What follows belongs to an exercise in optimizing a design on an open flow for small area; a production flow would make more cautious choices. RTL that was checked went through simulation tests only; none was proved equivalent to the original. No activity file was given, so power comes from the tool's default toggle rates.

==> 03-16: inputs <==
## h_lcd
module h_lcd(state, eval, success, clk_in, rst, rs, e, data);
  input [2:0] state;
  wire [2:0] state;
  input eval;
  wire eval;
  input success;
  wire success;
  input clk_in;
  wire clk_in;
  input rst;
  wire rst;
  output rs;
  wire rs;
  output e;
  wire e;
  output [7:0] data;
  wire [7:0] data;
  wire _0000_;
  wire _0001_;
  wire _0002_;
  wire _0003_;
  wire _0004_;
  wire _0005_;
  wire _0006_;
  wire _0007_;
  wire _0008_;
  wire _0009_;
  wire _0010_;
  wire _0011_;
  wire _0012_;
  wire _0013_;
  wire _0014_;
  wire _0015_;
  wire _0016_;
  wire _0017_;
  wire _0018_;
  wire _0019_;
  wire _0020_;
  wire _0021_;
  wire _0022_;
  wire _0023_;
  wire _0024_;
  wire _0025_;
  wire _0026_;
  wire _0027_;
  wire _0028_;
  wire _0029_;
  wire _0030_;
  wire _0031_;
  wire _0032_;
  wire _0033_;
  wire _0034_;
  wire _0035_;
  wire _0036_;
  wire _0037_;
  wire _0038_;
  wire _0039_;
  wire _0040_;
  wire _0041_;
  wire _0042_;
  wire _0043_;
  wire _0044_;
  wire _0045_;
  wire _0046_;
  wire _0047_;
  wire _0048_;
  wire _0049_;
  wire _0050_;
  ...
Settings: LEC_CHECK=0, ABC_AREA=1, CAP_MARGIN=20, CORE_MARGIN=2, CORE_UTILIZATION=40, SLEW_MARGIN=20; clock period 5.0 ns.
standard.sh (not shown) runs the stock make flow with config.mk's settings and CLKGATE_MAP_FILE= SYNTH_SCRIPT=/design/flow/synth_recipe.tcl, a recipe that flattens the netlist after the stock synthesis.
==> flow/flow/run.sh <==
#!/bin/bash
# Layout flow: the standard ORFS flow, except that synthesis maps the
# logic with an area-only ABC script (flow/abc_area.script) in place of
# ORFS's abc_area.script, which maps for delay and then buffers and upsizes.
# Every other script is ORFS's own, copied unchanged.
set -euo pipefail
W=$(pwd)
rm -rf "$W/scripts"
cp -r "$FLOW_HOME/scripts" "$W/scripts"
cp "$W/flow/abc_area.script" "$W/scripts/abc_area.script"
bash "$W/standard.sh" SCRIPTS_DIR="$W/scripts" finish > "$W/make.log" 2>&1
==> flow/flow/abc_area.script <==
strash
dch -f
map -a
topo
==> inputs of 08-24, as changes to 03-16 <==
==> flow/flow/run.sh (replaced) <==
#!/bin/bash
# Layout flow: the standard ORFS flow (standard.sh) with these changes,
# all aimed at cell area:
#  - synthesis maps the logic with an area-only ABC script
#    (flow/abc_area.script: strash; dch -f; map -a) in place of ORFS's
#    abc_area.script, which maps for delay and then buffers and upsizes;
#    Yosys's own early ABC run and the half/full-adder extraction are skipped
#    (SYNTH_ARGS=-noabc, ADDER_MAP_FILE empty), so ABC sees the design's
#    logic as written;
#  - the port buffers are sky130_fd_sc_hd__buf_1.
# Every script is ORFS's own, copied unchanged apart from abc_area.script.
# All tool output goes to make.log and to ORFS's logs under orfs/logs.
set -euo pipefail
W=$(pwd)
rm -rf "$W/scripts"
cp -r "$FLOW_HOME/scripts" "$W/scripts"
cp "$W/flow/abc_area.script" "$W/scripts/abc_area.script"
bash "$W/standard.sh" SCRIPTS_DIR="$W/scripts" SYNTH_ARGS=-noabc ADDER_MAP_FILE= \
  BUFFER_PORTS_ARGS="-buffer_cell sky130_fd_sc_hd__buf_1" finish > "$W/make.log" 2>&1
--- a/flow/config.mk
+++ b/flow/config.mk
@@ -9,4 +9,6 @@
 export CAP_MARGIN = 20
 export CORE_MARGIN = 2
 export CORE_UTILIZATION = 40
+export GPL_TIMING_DRIVEN = 0
+export SETUP_SLACK_MARGIN = 0.4
 export SLEW_MARGIN = 20
==> summary of the runs <==
Against 08-24, the hold slack of 03-16 is worse by 18 ps.
Final area: 03-16 is higher than 08-24 (about 15%).
03-16 ran to the end with no violations. 08-24 finished with timing, DRC and antenna clean.
Critical path depth: 03-16 is lower than 08-24 (2).
In 03-16 the worst setup slack is lower than in 08-24, by 210 ps.
Of 03-16 and 08-24, 03-16 has the higher combinational power (gap 92%, measured against 08-24).
==> figures <==
quantity	03-16	08-24
Run status	timing/DRC/antenna clean	timing/DRC/antenna clean
Number of vias per cell	7.34	7.23
Fraction of standard cell area in multi-input logic	66.4%	70.8%
DIE HEIGHT	87.0 um	84.2 um
Worst setup slack after layout	121 ps	334 ps
Final standard cell utilization of the core	48.5%	45.0%
Design Power	554 uW	406 uW
Share of the clock period used by the worst path after layout	97.6%	93.3%
GRT Overall Usage	42.4%	40.1%
DIE AREA	7570 sq um	7100 sq um
Final net count	550	513
Crit-path most repeated cell	sky130_fd_sc_hd__nand2_1	sky130_fd_sc_hd__nor2_1


==> job 4246: inputs <==
h_lcd, a different RTL version from the one above (not shown whole).
clock: 5.0 ns
lec_check: 0
abc_area: 1
cap_margin: 20
core_margin: 2
core_utilization: 40
cts_buf_list: sky130_fd_sc_hd__clkbuf_4
cts_cluster_diameter: 200
cts_cluster_size: 30
gpl_timing_driven: 0
setup_slack_margin: 0.3
slew_margin: 20
==> flow/flow/run.sh <==
#!/bin/bash
# Layout flow: the standard ORFS flow (standard.sh) with these changes,
# all aimed at cell area:
#  - synthesis maps the logic with an area-only ABC script
#    (flow/abc_area.script: strash; dch -f; map -a) in place of ORFS's
#    abc_area.script, which maps for delay and then buffers and upsizes;
#    Yosys's own early ABC run and the half/full-adder extraction are skipped
#    (SYNTH_ARGS=-noabc, ADDER_MAP_FILE empty), so ABC sees the design's
#    logic as written;
#  - the port buffers are sky130_fd_sc_hd__buf_1.
# Every script is ORFS's own, copied unchanged apart from abc_area.script.
# All tool output goes to make.log and to ORFS's logs under orfs/logs.
set -euo pipefail
W=$(pwd)
rm -rf "$W/scripts"
cp -r "$FLOW_HOME/scripts" "$W/scripts"
cp "$W/flow/abc_area.script" "$W/scripts/abc_area.script"
bash "$W/standard.sh" SCRIPTS_DIR="$W/scripts" SYNTH_ARGS=-noabc ADDER_MAP_FILE= \
  BUFFER_PORTS_ARGS="-buffer_cell sky130_fd_sc_hd__buf_1" finish > "$W/make.log" 2>&1
Scripts as last shown in full above: flow/flow/abc_area.script
==> job 6137 (differences from job 4246) <==
SETUP_SLACK_MARGIN = 0.4   (was 0.3)
==> results.py <==
metrics = {
    "detailed_routing": {
        "wl_met2_um": 5529,
        "wl_per_cell_um": 25.13,
        "drt_wl_total_um": 14100,
    },
    "timing": {
        "setup_ws_ns": 0.1964,
        "slew_headroom": 0.4714,
    },
    "power": {
        "power-top-group": "sequential cells",
        "p_int_w": 0.0002153,
        "seq_cell_power_w": 0.000154,
        "peakVddDrop_uv": 140.3,
        "clock_net_power_w": 0.0000746,
    },
    "final_layout": {
        "syn2layout_area_growth_pct": 11.90,
    },
    "worst_setup_path": {
        "path_max_fanout": 13,
        "r2r_cells": 6,
    },
    "status": {
        "status": "finished clean",
    },
    "global_routing": {
        "grt_util_met3": 0.1620,
    },
}
the above is filed under job 4246

==> results.py <==
metrics = {
    "worst_setup_path": {
        "r2r_cells": 10,
        "path_max_fanout": 11,
    },
    "final_layout": {
        "syn2layout_area_growth_pct": 13.50,
    },
    "detailed_routing": {
        "wl_met2_um": 5693,
        "wl_per_cell_um": 25.30,
        "drt_wl_total_um": 14270,
    },
    "power": {
        "peakVddDrop_uv": 140.7,
        "power-top-group": "combinational cells",
        "p_int_w": 0.0002166,
        "seq_cell_power_w": 0.000150,
    },
    "global_routing": {
        "grt_util_met3": 0.1600,
    },
    "timing": {
        "slew_headroom": 0.4739,
        "setup_ws_ns": 0.4092,
    },
    "status": {
        "status": "finished clean",
    },
}
the above is filed under job 6137

No functional check of the RTL was part of any run of this note.


==> job 9898 <==
h_lcd, a different RTL version from the one above (not shown whole).
Settings: LEC_CHECK=0, ABC_AREA=1, CAP_MARGIN=20, CORE_MARGIN=2, CORE_UTILIZATION=40, CTS_BUF_LIST=sky130_fd_sc_hd__clkbuf_4, CTS_CLUSTER_DIAMETER=200, CTS_CLUSTER_SIZE=30, GPL_TIMING_DRIVEN=0, SETUP_SLACK_MARGIN=0.2, SLEW_MARGIN=20; clock period 5.0 ns.
Scripts as last shown in full above: flow/flow/run.sh, flow/flow/abc_area.script
==> inputs of job 4120, as changes to job 9898 <==
--- a/flow/config.mk
+++ b/flow/config.mk
@@ -10,3 +10,3 @@
 export CORE_MARGIN = 2
-export CORE_UTILIZATION = 40
+export CORE_UTILIZATION = 55
 export CTS_BUF_LIST = sky130_fd_sc_hd__clkbuf_4
@@ -15,3 +15,4 @@
 export GPL_TIMING_DRIVEN = 0
-export SETUP_SLACK_MARGIN = 0.2
+export PLACE_DENSITY = 0.75
+export SETUP_SLACK_MARGIN = 0.3
 export SLEW_MARGIN = 20
==> inputs of job 9200, as changes to job 9898 <==
--- a/flow/config.mk
+++ b/flow/config.mk
@@ -15,3 +15,3 @@
 export GPL_TIMING_DRIVEN = 0
-export SETUP_SLACK_MARGIN = 0.2
+export SETUP_SLACK_MARGIN = 0.3
 export SLEW_MARGIN = 20
==> inputs of job 7913, as changes to job 9898 <==
--- a/flow/flow/run.sh
+++ b/flow/flow/run.sh
@@ -9,3 +9,6 @@
 #    logic as written;
-#  - the port buffers are sky130_fd_sc_hd__buf_1.
+#  - the port buffers are sky130_fd_sc_hd__buf_1;
+#  - the larger flip-flop sizes (dfxtp_2, dfxtp_4) are added to the
+#    platform's don't-use list, so that timing repair buffers the loads of a
+#    flip-flop instead of upsizing it.
 # Every script is ORFS's own, copied unchanged apart from abc_area.script.
@@ -14,2 +17,4 @@
 W=$(pwd)
+# the platform's don't-use cells (platforms/sky130hd/config.mk) and two more
+DONT_USE="sky130_fd_sc_hd__probe_p_8 sky130_fd_sc_hd__probec_p_8 sky130_fd_sc_hd__lpflow_bleeder_1 sky130_fd_sc_hd__lpflow_clkbufkapwr_1 sky130_fd_sc_hd__lpflow_clkbufkapwr_16 sky130_fd_sc_hd__lpflow_clkbufkapwr_2 sky130_fd_sc_hd__lpflow_clkbufkapwr_4 sky130_fd_sc_hd__lpflow_clkbufkapwr_8 sky130_fd_sc_hd__lpflow_clkinvkapwr_1 sky130_fd_sc_hd__lpflow_clkinvkapwr_16 sky130_fd_sc_hd__lpflow_clkinvkapwr_2 sky130_fd_sc_hd__lpflow_clkinvkapwr_4 sky130_fd_sc_hd__lpflow_clkinvkapwr_8 sky130_fd_sc_hd__lpflow_decapkapwr_12 sky130_fd_sc_hd__lpflow_decapkapwr_3 sky130_fd_sc_hd__lpflow_decapkapwr_4 sky130_fd_sc_hd__lpflow_decapkapwr_6 sky130_fd_sc_hd__lpflow_decapkapwr_8 sky130_fd_sc_hd__lpflow_inputiso0n_1 sky130_fd_sc_hd__lpflow_inputiso0p_1 sky130_fd_sc_hd__lpflow_inputiso1n_1 sky130_fd_sc_hd__lpflow_inputiso1p_1 sky130_fd_sc_hd__lpflow_inputisolatch_1 sky130_fd_sc_hd__lpflow_isobufsrc_1 sky130_fd_sc_hd__lpflow_isobufsrc_16 sky130_fd_sc_hd__lpflow_isobufsrc_2 sky130_fd_sc_hd__lpflow_isobufsrc_4 sky130_fd_sc_hd__lpflow_isobufsrc_8 sky130_fd_sc_hd__lpflow_isobufsrckapwr_16 sky130_fd_sc_hd__lpflow_lsbuf_lh_hl_isowell_tap_1 sky130_fd_sc_hd__lpflow_lsbuf_lh_hl_isowell_tap_2 sky130_fd_sc_hd__lpflow_lsbuf_lh_hl_isowell_tap_4 sky130_fd_sc_hd__lpflow_lsbuf_lh_isowell_4 sky130_fd_sc_hd__lpflow_lsbuf_lh_isowell_tap_1 sky130_fd_sc_hd__lpflow_lsbuf_lh_isowell_tap_2 sky130_fd_sc_hd__lpflow_lsbuf_lh_isowell_tap_4 sky130_fd_sc_hd__dfxtp_2 sky130_fd_sc_hd__dfxtp_4"
 rm -rf "$W/scripts"
@@ -18,2 +23,3 @@
 bash "$W/standard.sh" SCRIPTS_DIR="$W/scripts" SYNTH_ARGS=-noabc ADDER_MAP_FILE= \
-  BUFFER_PORTS_ARGS="-buffer_cell sky130_fd_sc_hd__buf_1" finish > "$W/make.log" 2>&1
+  BUFFER_PORTS_ARGS="-buffer_cell sky130_fd_sc_hd__buf_1" \
+  DONT_USE_CELLS="$DONT_USE" finish > "$W/make.log" 2>&1
--- a/flow/config.mk
+++ b/flow/config.mk
@@ -15,3 +15,3 @@
 export GPL_TIMING_DRIVEN = 0
-export SETUP_SLACK_MARGIN = 0.2
+export SETUP_SLACK_MARGIN = 0.3
 export SLEW_MARGIN = 20
==> summary of the runs <==
In job 4120 the sequential share of layout area is higher than in job 7913, by 0.80 points. Against job 7913, the clock power of job 9898 is larger by about 0.5%. Sequential power is about the same in job 9200 and job 4120. In sequential cell count, job 9200 and job 9898 do not differ. In job 7913 the final cell count is higher than in job 9898, by about 1.6%. Total power: job 4120 > job 9200 > job 7913 > job 9898. Against job 9898, the critical path depth of job 4120 is higher by 2. Combinational power is about the same in job 4120 and job 9200. First-iteration DRC count, highest first: job 4120, job 7913, job 9200, job 9898. Wire length, highest first: job 7913, job 9898, job 9200, job 4120. Worst hold slack: job 7913 < job 9200 < job 9898 < job 4120.

## re-timing with driven ports
Ports are ideal in the flow. The routed layouts listed here were re-timed in OpenROAD.
Step 1: set_driving_cell puts a clkbuf_16 on clk_in and a buf_2 on each other input, an assumption about the parent block.
Step 2 times the ports against the registers' clock, not the clock port: input delays grow and output delays shrink by t, the midpoint of the rising clock arrivals with the driver on.
Slacks: ideal ports / drivers / drivers and shift; pairs: ideal ports / drivers.
run	shift t [ns]	setup slack, ns	worst setup path after step 2	worst data-port slew with drivers (ns)
03-16	0.287	0.121 / 0.095 / 0.382	register to output	0.04
08-24	0.274	0.334 / 0.312 / 0.585	register to output	0.03
job 4246	0.303	0.196 / 0.176 / 0.480	register to output	0.03
job 6137	0.306	0.409 / 0.389 / 0.695	register to output	0.03
job 9898	0.310	0.340 / 0.320 / 0.630	register to output	0.03
job 4120	0.300	0.316 / 0.296 / 0.596	register to output	0.03
job 9200	0.307	0.356 / 0.336 / 0.644	register to output	0.03
job 7913	0.308	0.359 / 0.339 / 0.648	register to output	0.03
After both steps every run listed still meets setup and hold.
